This design comes from an exercise in tuning for a short achievable clock period and few clock cycles on the open sky130 flow, not from production work. In this exercise RTL edits were held to simulation tests only and were not proved equivalent to the original. Power figures rest on the tool's default switching activity, not on a simulated workload.

==> design/flow/design.v <==
module SingleCycleMIPS(clk,
                       rst_n,
                       IR_addr,
                       IR,
                       ReadDataMem,
                       CEN,
                       WEN,
                       A,
                       Data2Mem,
                       OEN);
input         clk, rst_n;
input  [31:0] IR;
output [31:0] IR_addr;
input  [31:0] ReadDataMem;
output        CEN;
output        WEN;
output  [6:0] A;
output [31:0] Data2Mem;
output        OEN;
wire [5:0] OP;
wire [4:0] RS;
wire [4:0] RT;
wire [4:0] RD;
wire [4:0] SHAMT;
wire [31:0] SHAMT_EXT;
wire [5:0] FUNCT;
wire signed [15:0] IMME;
wire signed [31:0] IMME_EXT;
wire [25:0] ADDR;
wire Jump;
wire JumpReg;
wire StoreRA;
wire Branch;
wire RegDst;
wire RegWrite;
wire MemRead;
wire Mem2Reg;
wire MemWrite;
wire [1:0] ALUSrc;
wire [1:0] ALUOp;
wire [3:0] ALUCtrl;
wire signed [31:0] ALUResult;
wire Zero;
reg signed [31:0] REG [0:31];
reg signed [31:0] n_REG [0:31];
reg  [31:0] IR_addr;
wire [31:0] n_IR_addr;
wire [31:0] IR_addr_plus_4;
wire signed [31:0] ReadData1, ReadData2;
wire [31:0] Data2Mem;
wire [6:0] A;
wire CEN;
wire WEN;
wire OEN;
wire [4:0] WriteRegister;
wire [31:0] WriteData;
integer num;
integer i;
assign OP    = IR[31:26];
assign RS    = IR[25:21];
assign RT    = IR[20:16];
assign RD    = IR[15:11];
assign SHAMT = IR[10:6];
assign FUNCT = IR[5:0];
assign IMME  = IR[15:0];
assign ADDR  = IR[25:0];
assign WriteRegister = (RegDst)? RD : (StoreRA)? 5'b11111 : RT;
assign WriteData     = (Mem2Reg)? ReadDataMem : (StoreRA)? IR_addr_plus_4 : ALUResult;
assign A             = ALUResult[8:2];
Ctrl control(
         .OP(OP),
         .FUNCT(FUNCT),
         .Jump(Jump),
         .JumpReg(JumpReg),
         .StoreRA(StoreRA),
         .Branch(Branch),
         .RegDst(RegDst),
         .RegWrite(RegWrite),
         .MemRead(MemRead),
         .Mem2Reg(Mem2Reg),
         .MemWrite(MemWrite),
         .ALUSrc(ALUSrc),
         .ALUOp(ALUOp),
         .CEN(CEN),
         .OEN(OEN),
         .WEN(WEN)
     );
ALU alu(
        .ReadData1(ReadData1),
        .ReadData2(ReadData2),
        .SHAMT_EXT(SHAMT_EXT),
        .IMME_EXT(IMME_EXT),
        .ALUSrc(ALUSrc),
        .ALUCtrl(ALUCtrl),
        .ALUResult(ALUResult),
        .Zero(Zero)
    );
ALUCtrl alucontrol(
            .ALUOp(ALUOp),
            .FUNCT(FUNCT),
            .ALUCtrl(ALUCtrl)
        );
IRCal PC(
          .IR_addr(IR_addr),
          .ADDR(ADDR),
          .Jump(Jump),
          .JumpReg(JumpReg),
          .ReadData1(ReadData1),
          .IMME_EXT(IMME_EXT),
          .Branch(Branch),
          .Zero(Zero),
          .IR_addr_plus_4(IR_addr_plus_4),
          .n_IR_addr(n_IR_addr)
      );
SignExt sign_extension(
            .IMME(IMME),
            .IMME_EXT(IMME_EXT)
        );
UnsignExt unsign_extension(
              .SHAMT(SHAMT),
              .SHAMT_EXT(SHAMT_EXT)
          );
assign ReadData1 = (OP == 0 && (FUNCT == 0 || FUNCT == 2))? REG[RT] : REG[RS];
assign ReadData2 = REG[RT];
assign Data2Mem  = REG[RT];
always@(posedge clk)begin
    if (rst_n)begin
        if (RegWrite == 1'b1)begin
            REG[WriteRegister] <= WriteData;
        end
        IR_addr <= n_IR_addr;
    end else begin
        for(i = 0; i <= 31; i = i + 1)begin
            REG[i] <= 32'd0;
        end
        IR_addr <= 32'd0;
    end
end
endmodule
    module Ctrl(OP, FUNCT, Jump, JumpReg, StoreRA, Branch, RegDst, RegWrite, MemRead, Mem2Reg, MemWrite, ALUSrc, ALUOp,CEN ,OEN, WEN);
input  wire [5:0] OP;
input  wire [5:0] FUNCT;
output reg  Jump;
output reg  JumpReg;
output reg  StoreRA;
output reg  Branch;
output reg  RegDst;
output reg  RegWrite;
output reg  MemRead;
output reg  Mem2Reg;
output reg  MemWrite;
output reg  [1:0] ALUSrc;
output reg  [1:0] ALUOp;
output reg CEN;
output reg OEN;
output reg WEN;
parameter R_FORMAT = 6'h00;
parameter ADDI     = 6'h08;
parameter BEQ      = 6'h04;
parameter BNE      = 6'h05;
parameter JMP      = 6'h02;
parameter JAL      = 6'h03;
parameter LW       = 6'h23;
parameter SW       = 6'h2B;
always@(*)begin
    case(OP)
        R_FORMAT: begin
            RegDst  = 1'b1;
            Jump    = 1'b0;
            Branch  = 1'b0;
            MemRead = 1'b0;
            Mem2Reg = 1'b0;
            if (FUNCT == 6'h08) begin
                JumpReg  = 1'b1;
                RegWrite = 1'b0;
            end else begin
                JumpReg  = 1'b0;
                RegWrite = 1'b1;
            end
            StoreRA  = 1'b0;
            MemWrite = 1'b0;
            if (FUNCT == 6'h0 || FUNCT == 6'h2)
                ALUSrc = 2'b11;
            else
                ALUSrc = 2'b00;
            ALUOp  = 2'b10;
            CEN    = 1'b1;
            OEN = 1'b0;
            WEN = 1'b1;
        end
        ADDI: begin
            RegDst   = 1'b0;
            Jump     = 1'b0;
            Branch   = 1'b0;
            RegWrite = 1'b1;
            MemRead  = 1'b0;
            Mem2Reg  = 1'b0;
            JumpReg  = 1'b0;
            StoreRA  = 1'b0;
            MemWrite = 1'b0;
            ALUSrc   = 2'b01;
            ALUOp    = 2'b00;
            CEN      = 1'b1;
            OEN = 1'b0;
            WEN = 1'b1;
        end
        BEQ: begin
            RegDst   = 1'b0;
            Jump     = 1'b0;
            Branch   = 1'b1;
            RegWrite = 1'b0;
            MemRead  = 1'b0;
            Mem2Reg  = 1'b0;
            JumpReg  = 1'b0;
            StoreRA  = 1'b0;
            MemWrite = 1'b0;
            ALUSrc   = 2'b00;
            ALUOp    = 2'b01;
            CEN      = 1'b1;
            OEN = 1'b0;
            WEN = 1'b1;
        end
        BNE: begin
            RegDst   = 1'b0;
            Jump     = 1'b0;
            Branch   = 1'b1;
            RegWrite = 1'b0;
            MemRead  = 1'b0;
            Mem2Reg  = 1'b0;
            JumpReg  = 1'b0;
            StoreRA  = 1'b0;
            MemWrite = 1'b0;
            ALUSrc   = 2'b00;
            ALUOp = 2'b11;
            CEN   = 1'b1;
            OEN = 1'b0;
            WEN = 1'b1;
        end
        JMP: begin
            RegDst   = 1'b0;
            Jump     = 1'b1;
            Branch   = 1'b0;
            RegWrite = 1'b0;
            MemRead  = 1'b0;
            Mem2Reg  = 1'b0;
            JumpReg  = 1'b0;
            StoreRA  = 1'b0;
            MemWrite = 1'b0;
            ALUSrc = 2'b00;
            ALUOp  = 2'b00;
            CEN    = 1'b1;
            OEN = 1'b0;
            WEN = 1'b1;
        end
        JAL: begin
            RegDst = 1'b0;
            Jump   = 1'b1;
            Branch = 1'b0;
            RegWrite = 1'b1;
            StoreRA  = 1'b1;
            MemRead  = 1'b0;
            Mem2Reg  = 1'b0;
            JumpReg  = 1'b0;
            MemWrite = 1'b0;
            ALUSrc = 2'b00;
            ALUOp  = 2'b00;
            CEN    = 1'b1;
            OEN = 1'b0;
            WEN = 1'b1;
        end
        LW: begin
            RegDst   = 1'b0;
            Jump     = 1'b0;
            Branch   = 1'b0;
            RegWrite = 1'b1;
            MemRead  = 1'b0;
            Mem2Reg  = 1'b1;
            JumpReg  = 1'b0;
            StoreRA  = 1'b0;
            MemWrite = 1'b0;
            ALUSrc   = 2'b01;
            ALUOp    = 2'b00;
            CEN      = 1'b0;
            OEN      = 1'b0;
            WEN      = 1'b1;
        end
        SW: begin
            RegDst   = 1'b0;
            Jump     = 1'b0;
            Branch   = 1'b0;
            RegWrite = 1'b0;
            MemRead  = 1'b0;
            Mem2Reg  = 1'b0;
            JumpReg  = 1'b0;
            StoreRA  = 1'b0;
            MemWrite = 1'b1;
            ALUSrc   = 2'b01;
            ALUOp    = 2'b00;
            CEN      = 1'b0;
            OEN      = 1'b1;
            WEN      = 1'b0;
        end
        default: begin
            RegDst   = 1'bx;
            Jump     = 1'bx;
            Branch   = 1'bx;
            RegWrite = 1'bx;
            MemRead  = 1'bx;
            Mem2Reg  = 1'bx;
            JumpReg  = 1'bx;
            StoreRA  = 1'bx;
            MemWrite = 1'bx;
            ALUSrc   = 2'bxx;
            ALUOp    = 2'bxx;
            CEN      = 1'bx;
            OEN      = 1'bx;
            WEN      = 1'bx;
        end
    endcase
end
endmodule
    module ALU(ReadData1, ReadData2, SHAMT_EXT, IMME_EXT, ALUSrc, ALUCtrl, ALUResult, Zero);
input wire signed [31:0] ReadData1;
input wire signed [31:0] ReadData2;
input        wire [31:0] SHAMT_EXT;
input wire signed [31:0] IMME_EXT;
input        wire [1:0] ALUSrc;
input wire signed [3:0]  ALUCtrl;
output reg signed [31:0] ALUResult;
output       wire Zero;
reg        signed [31:0] SecondData;
assign Zero = (ReadData1 == SecondData)? ((ALUCtrl[0]) ? 1'b0 : 1'b1) : ((ALUCtrl[0]) ? 1'b1 :1'b0);
always@(*) begin
    case(ALUSrc)
        2'b00:
            SecondData = ReadData2;
        2'b01:
            SecondData = IMME_EXT;
        2'b11:
            SecondData = SHAMT_EXT;
        default:
            SecondData = 32'bX;
    endcase
    case(ALUCtrl)
        4'b0000:
            ALUResult = ReadData1 & SecondData;
        4'b0001:
            ALUResult = ReadData1 | SecondData;
        4'b0010:
            ALUResult = ReadData1 + SecondData;
        4'b0110:
            ALUResult = ReadData1 - SecondData;
        4'b0111:
            if (ReadData1 - SecondData < 0)begin
                ALUResult = 32'd1;
            end else begin
                ALUResult = 32'd0;
            end
        4'b1100:
            ALUResult = ~(ReadData1 | SecondData);
        4'b1111:
            ALUResult = ReadData1 << SecondData;
        4'b1110:
            ALUResult = ReadData1 >> SecondData;
        default:
            ALUResult = 32'bX;
    endcase
end
endmodule
    module ALUCtrl(ALUOp, FUNCT, ALUCtrl);
input wire [1:0] ALUOp;
input wire [5:0] FUNCT;
output reg [3:0] ALUCtrl;
reg        [7:0] Concat;
always@(*) begin
    Concat = {ALUOp,FUNCT};
    casex(Concat)
        8'b00xxxxxx:
            ALUCtrl = 4'b0010;
        8'b01xxxxxx:
            ALUCtrl = 4'b0110;
        8'b10100000:
            ALUCtrl = 4'b0010;
        8'b10100010:
            ALUCtrl = 4'b0110;
        8'b10100100:
            ALUCtrl = 4'b0000;
        8'b10100101:
            ALUCtrl = 4'b0001;
        8'b10101010:
            ALUCtrl = 4'b0111;
        8'b10000000:
            ALUCtrl = 4'b1111;
        8'b10000010:
            ALUCtrl = 4'b1110;
        8'b11xxxxxx: begin
            ALUCtrl = 4'b0111;
        end
        default: begin
            ALUCtrl = 4'bXXXX;
        end
    endcase
end
endmodule
    module IRCal(IR_addr, ADDR, Jump, JumpReg, ReadData1, IMME_EXT, Branch, Zero, IR_addr_plus_4, n_IR_addr);
input wire [31:0] IR_addr;
input wire [25:0] ADDR;
input wire [31:0] ReadData1;
input wire Jump, JumpReg;
input wire [31:0] IMME_EXT;
input wire Branch, Zero;
output wire [31:0] IR_addr_plus_4;  
output wire [31:0] n_IR_addr;
wire [31:0] IMME_EXT_Shift_2;  
wire [31:0] Jump_addr;         
wire [31:0] Branch_addr;       
assign IR_addr_plus_4   = IR_addr + 4;
assign IMME_EXT_Shift_2 = {IMME_EXT[29:0], 2'b00};
assign Jump_addr        = {IR_addr[31:28], ADDR, 2'b00};
assign Branch_addr      = IMME_EXT_Shift_2 + IR_addr_plus_4;
assign n_IR_addr        = (Jump | JumpReg)? ((Jump)? Jump_addr : ReadData1) : ((Branch & Zero)? Branch_addr : IR_addr_plus_4);
endmodule
    module SignExt(IMME, IMME_EXT);
input wire signed [15:0] IMME;
output reg signed [31:0] IMME_EXT;
integer i;
always@(*)begin
    for(i = 0; i <= 31; i = i + 1)begin
        if (i >= 16)begin
            IMME_EXT[i] = IMME[15];
        end else begin
            IMME_EXT[i] = IMME[i];
        end
    end
end
endmodule
    module UnsignExt(SHAMT, SHAMT_EXT);
input wire [4:0] SHAMT;
output reg [31:0] SHAMT_EXT;
integer i;
always@(*)begin
    for(i = 5; i <= 31; i = i + 1) begin
        SHAMT_EXT[i] = 1'b0;
    end
    SHAMT_EXT[4:0] = SHAMT;
end
endmodule
==> design/flow/run.sh <==
#!/bin/bash
# synth_recipe.tcl (not shown) runs the flow's synth.tcl, then flattens the netlist and writes it again
# the make line also repeats each setting of config.mk as NAME=value (left out here)
make -C /OpenROAD-flow-scripts/flow DESIGN_CONFIG=/design/flow/config.mk WORK_HOME=/design/flow/orfs CLKGATE_MAP_FILE= SYNTH_SCRIPT=/design/flow/synth_recipe.tcl finish
==> design/flow/config.mk <==
export PLATFORM = sky130hd
export DESIGN_NAME = SingleCycleMIPS
export DESIGN_NICKNAME = SingleCycleMIPS
export VERILOG_FILES = /design/flow/design.v
export SDC_FILE = /design/flow/constraint.sdc
export NUM_CORES = 8
export LEC_CHECK = 0
export CAP_MARGIN = 20
export CORE_MARGIN = 2
export CORE_UTILIZATION = 35
export SLEW_MARGIN = 20
==> design/flow/constraint.sdc <==
create_clock -name core_clock -period 13.0 [get_ports {clk}]
set_input_delay 2.6000 -clock core_clock [delete_from_list [all_inputs] [get_ports {clk}]]
set_output_delay 2.6000 -clock core_clock [all_outputs]
set_load 0.01 [all_outputs]
==> impl_metrics.toml <==
[synth]
ys_async_sr_fraction = 0
ys_seq_area_frac = 0.3267
syn_inst = 7463
syn_nets = 7658
ys_ff_latch = 1056
avgSynthCellArea_um2 = 8.670
synthFlopType = "dfxtp_1"
yosys_warnings = 6
syn-cell-area_mm2 = 0.06470
synth_edf_count = 0
ys_types = 106

[detailed_routing]
drt_iter0_drc = 9738
routed_wl_mm = 328.4
first_pass_iters = 6
wl_per_cell_um = 33.59
drtAntennaViolNets = 0
vias_per_cell = 6.612
dr_total_vias = 64646
drcViolationCount = 0

[clock_network]
cts_buffers = 113
cts_max_path_buffers = 3
cts.sinks = 1056
cts_max_level = 3
cts_hold_buf = 0
clkTransAtPathRegs_ps = 60
cts_tree = "done"
cts_setup_buffers = 0
clkLatencyLatePin_ps = 800
cts_resized = 0
clock-root-buffer = "clkbuf_16"

[global_routing]
grt_pass1_vias = 59258
grt_max_degree = 120
antenna_found_initial = 21
grt-ovfl-total = 0
gr-usage-all-layers = 0.3359
grt_pass1_wl_mm = 456.0

[die]
num_io_pins = 140
die-height_um = 434.0
die_area_mm2 = 0.1883
coreArea_mm2 = 0.1835
rows = 157
die_w_um = 434.0
initial_core_util = 0.3526

[setup_path]
start_kind = "input pin"
endpoint_kind = "output pin"
worstPathMaxFanout = 15
path_class = "in2out"
cpMaxStageDelayCell = "clkdlybuf4s50_1"
r2r_cells = 22
cp_data_arrival_time_ps = 9220
path_cells = "clkdlybuf4s50_1 -> nor2_1 -> nand4_1 -> buf_4 -> and2_1 -> a21boi_0 -> a221oi_2 -> ha_1 -> or2_2 -> a221oi_1 -> o21a_1 -> nand2_1 -> nand2_1 -> a221o_1 -> a21oi_1 -> o211ai_1 -> o21ai_0 -> a31oi_1 -> clkdlybuf4s50_1"
critPathRequiredTime_ps = 10400
worst_path_largest_cell_delay_ps = 710

[sta]
period_share = 0.9091
rsz0062_at_grt = "no"
fin_worst_skew_ps = 101.0
setup_viol_count_final = 0
fmax_mhz = 84.61
finalHoldViolations = 0
final_max_slew_viol_count = 0
worst_slew_margin_rel = 0.1731
min_period_ps = 11820
worst_slew_pin_slew_ps = 1227
setup_tns_ps = 0

[final_layout]
synthToLayoutAreaGrowth_pct = 11.45
num-nets-final = 7411
drive_gt1_frac = 0.1348
fin_util = 0.3930

[placed_design]
dp_hpwl_mm = 222.8
io_buffers = 139
gp_congestion = 1.065

[power]
vdd_drop_max_mv = 0.1262
pwr_density_cell_mw_per_mm2 = 116.7
p_leak_nw = 26.82

[run]
drv_cap = 0

[min_path]
min_path_cells = 2
hp-class = "reg2reg"

[outcome]
status = "timing/DRC/antenna clean"
==> layer usage <==
metal | routed length, um | up-vias | part of all wire | track usage
met2 | 134800 | 4586 | 0.41 | 0.4806
met3 | 40410 | 1013 | 0.12 | 0.09315
met4 | 23380 | 18 | 0.071 | 0.2037
met5 | 117 | - | 0.00036 | 0
met1 | 129700 | 31527 | 0.40 | 0.4467
li1 | - | 27502 | - | -
==> stage by stage <==
step / setup slack [ps] / power (mW) / cells / instance area (um^2) / hold WS (ps)
global placement: 1003 / 5.053 / 9562 / 68160 / 454.6
floorplan: 3239 / 4.368 / 7463 / 64700 / 440.6
global route: 1086 / 8.609 / 9768 / 72090 / 486.6
detailed placement: 908.9 / 5.049 / 9563 / 68210 / 457.8
finish: 1181 / 8.416 / 9777 / 72110 / 474.5
CTS: 876.2 / 8.359 / 9764 / 72030 / 466.3
==> final cells by class <==
| class | count | area [um^2] |
|---|---|---|
| inverters | 123 | 465.4 |
| clock inverters | 44 | 571.8 |
| flip-flops and latches | 1056 | 21140 |
| diodes | 11 | 27.53 |
| multi-input cells | 5506 | 39980 |
| well taps | 2464 | 3083 |
| repair buffers | 416 | 3583 |
| clock buffers | 157 | 3254 |
| fillers | 18540 | 111400 |
==> critical path, delay by kind of cell <==
family | cells | cell delay, ps
compound gates | 9 | 2570
fa+ha+maj | 1 | 490
buf+inv | 3 | 1690
simple gates | 6 | 1840
==> kinds of logic (layout without fill, tap and decap cells) <==
family                   after synthesis  after routing  synth area share
flip-flops                          1056           1056            0.3267
XOR/XNOR                              73             73          0.009882
AO/OA/AOI/OAI                       2393           2393            0.2279
buffers and inverters                901            740           0.06215
multiplexers                         903            903            0.1980
other                                  0             11                 0
AND/OR/NAND/NOR                     2008           2008            0.1500
adder cells (fa/ha/maj)              129            129           0.02529
==> report_power, final <==
part / switching [mW] / leakage [nW] / internal [mW]
Combinational: 1.22 / 16.4 / 0.516
Sequential: 0.0390 / 8.52 / 3.28
Clock: 1.46 / 1.87 / 1.89
==> layout by cell type, fill, tap and decap left out, types with 269 or more instances in the layout <==
cell,n
a21oi_1,455
a22oi_1,289
buf_4,269
dfxtp_1,1056
mux2i_1,562
mux4_2,297
nand2_1,390
nand3_1,899
nor2_1,292
o21ai_0,921
==> cell usage after synthesis (22+ instances only) <==
master,n,area share
dfxtp_1,1056,0.33
o21ai_0,923,0.071
nand3_1,900,0.070
mux2i_1,562,0.087
clkbuf_1,531,0.031
a21oi_1,460,0.036
nand2_1,422,0.024
nor2_1,304,0.018
mux4_2,297,0.10
a22oi_1,289,0.034
buf_2,132,0.010
ha_1,126,0.024
inv_1,115,0.0067
o21ai_1,81,0.0063
a21o_1,69,0.0080
and3_1,69,0.0067
nor3_1,62,0.0048
a211oi_1,61,0.0071
o211ai_1,59,0.0068
o31ai_1,55,0.0064
buf_4,54,0.0063
nand4_1,51,0.0049
xnor2_1,51,0.0069
mux2_2,44,0.0077
a31oi_1,40,0.0039
buf_6,35,0.0061
nor2b_1,35,0.0034
a21oi_2,31,0.0042
or3_1,30,0.0029
and2_1,28,0.0027
o21a_1,28,0.0032
a22o_1,27,0.0037
o21bai_1,26,0.0030
o22ai_1,24,0.0023
nor4_1,22,0.0021
xor2_1,22,0.0030
==> final timing paths <==
check                endpoint  slack (ps)       start
setup reg to reg  REG[18][28]        5120   REG[7][0]
setup / recovery         A[6]        1180       IR[3]
hold / removal     REG[1][19]         470  REG[1][19]
hold reg to reg    REG[1][19]         470  REG[1][19]
==> state kept, by name (all words and copies together) (netlist names) <==
register and flops:
REG 1024, IR_addr 32
Testbench counts, summed over its fixed seeds: cycles 142,138.

==> separate check: timing with driven ports <==
How much do the figures lean on ideal ports? The routed layout below was timed once more, with nothing changed but the port constraints. Step 1 assumes that a clkbuf_16 drives the clock port and a buf_2 every other input. Step 2 adds t to the input delays and takes it off the output delays; t is the mean of the earliest and latest rising clock arrival at the registers after step 1. Input paths then give back, and output paths get back, about the clock's delay inside the block. a / b / c = ideal ports / drivers / drivers and shift; a / b = the first two.
shift t [ns]: 0.824
setup WS [ns]: 1.181 / 1.103 / 1.103
slew at the worst register clock pin (ns): 0.07 / 0.07
After both steps this run still meets setup and hold. For this run, drivers alone change the setup slack by -0.078 ns; drivers and shift together by -0.078 ns.
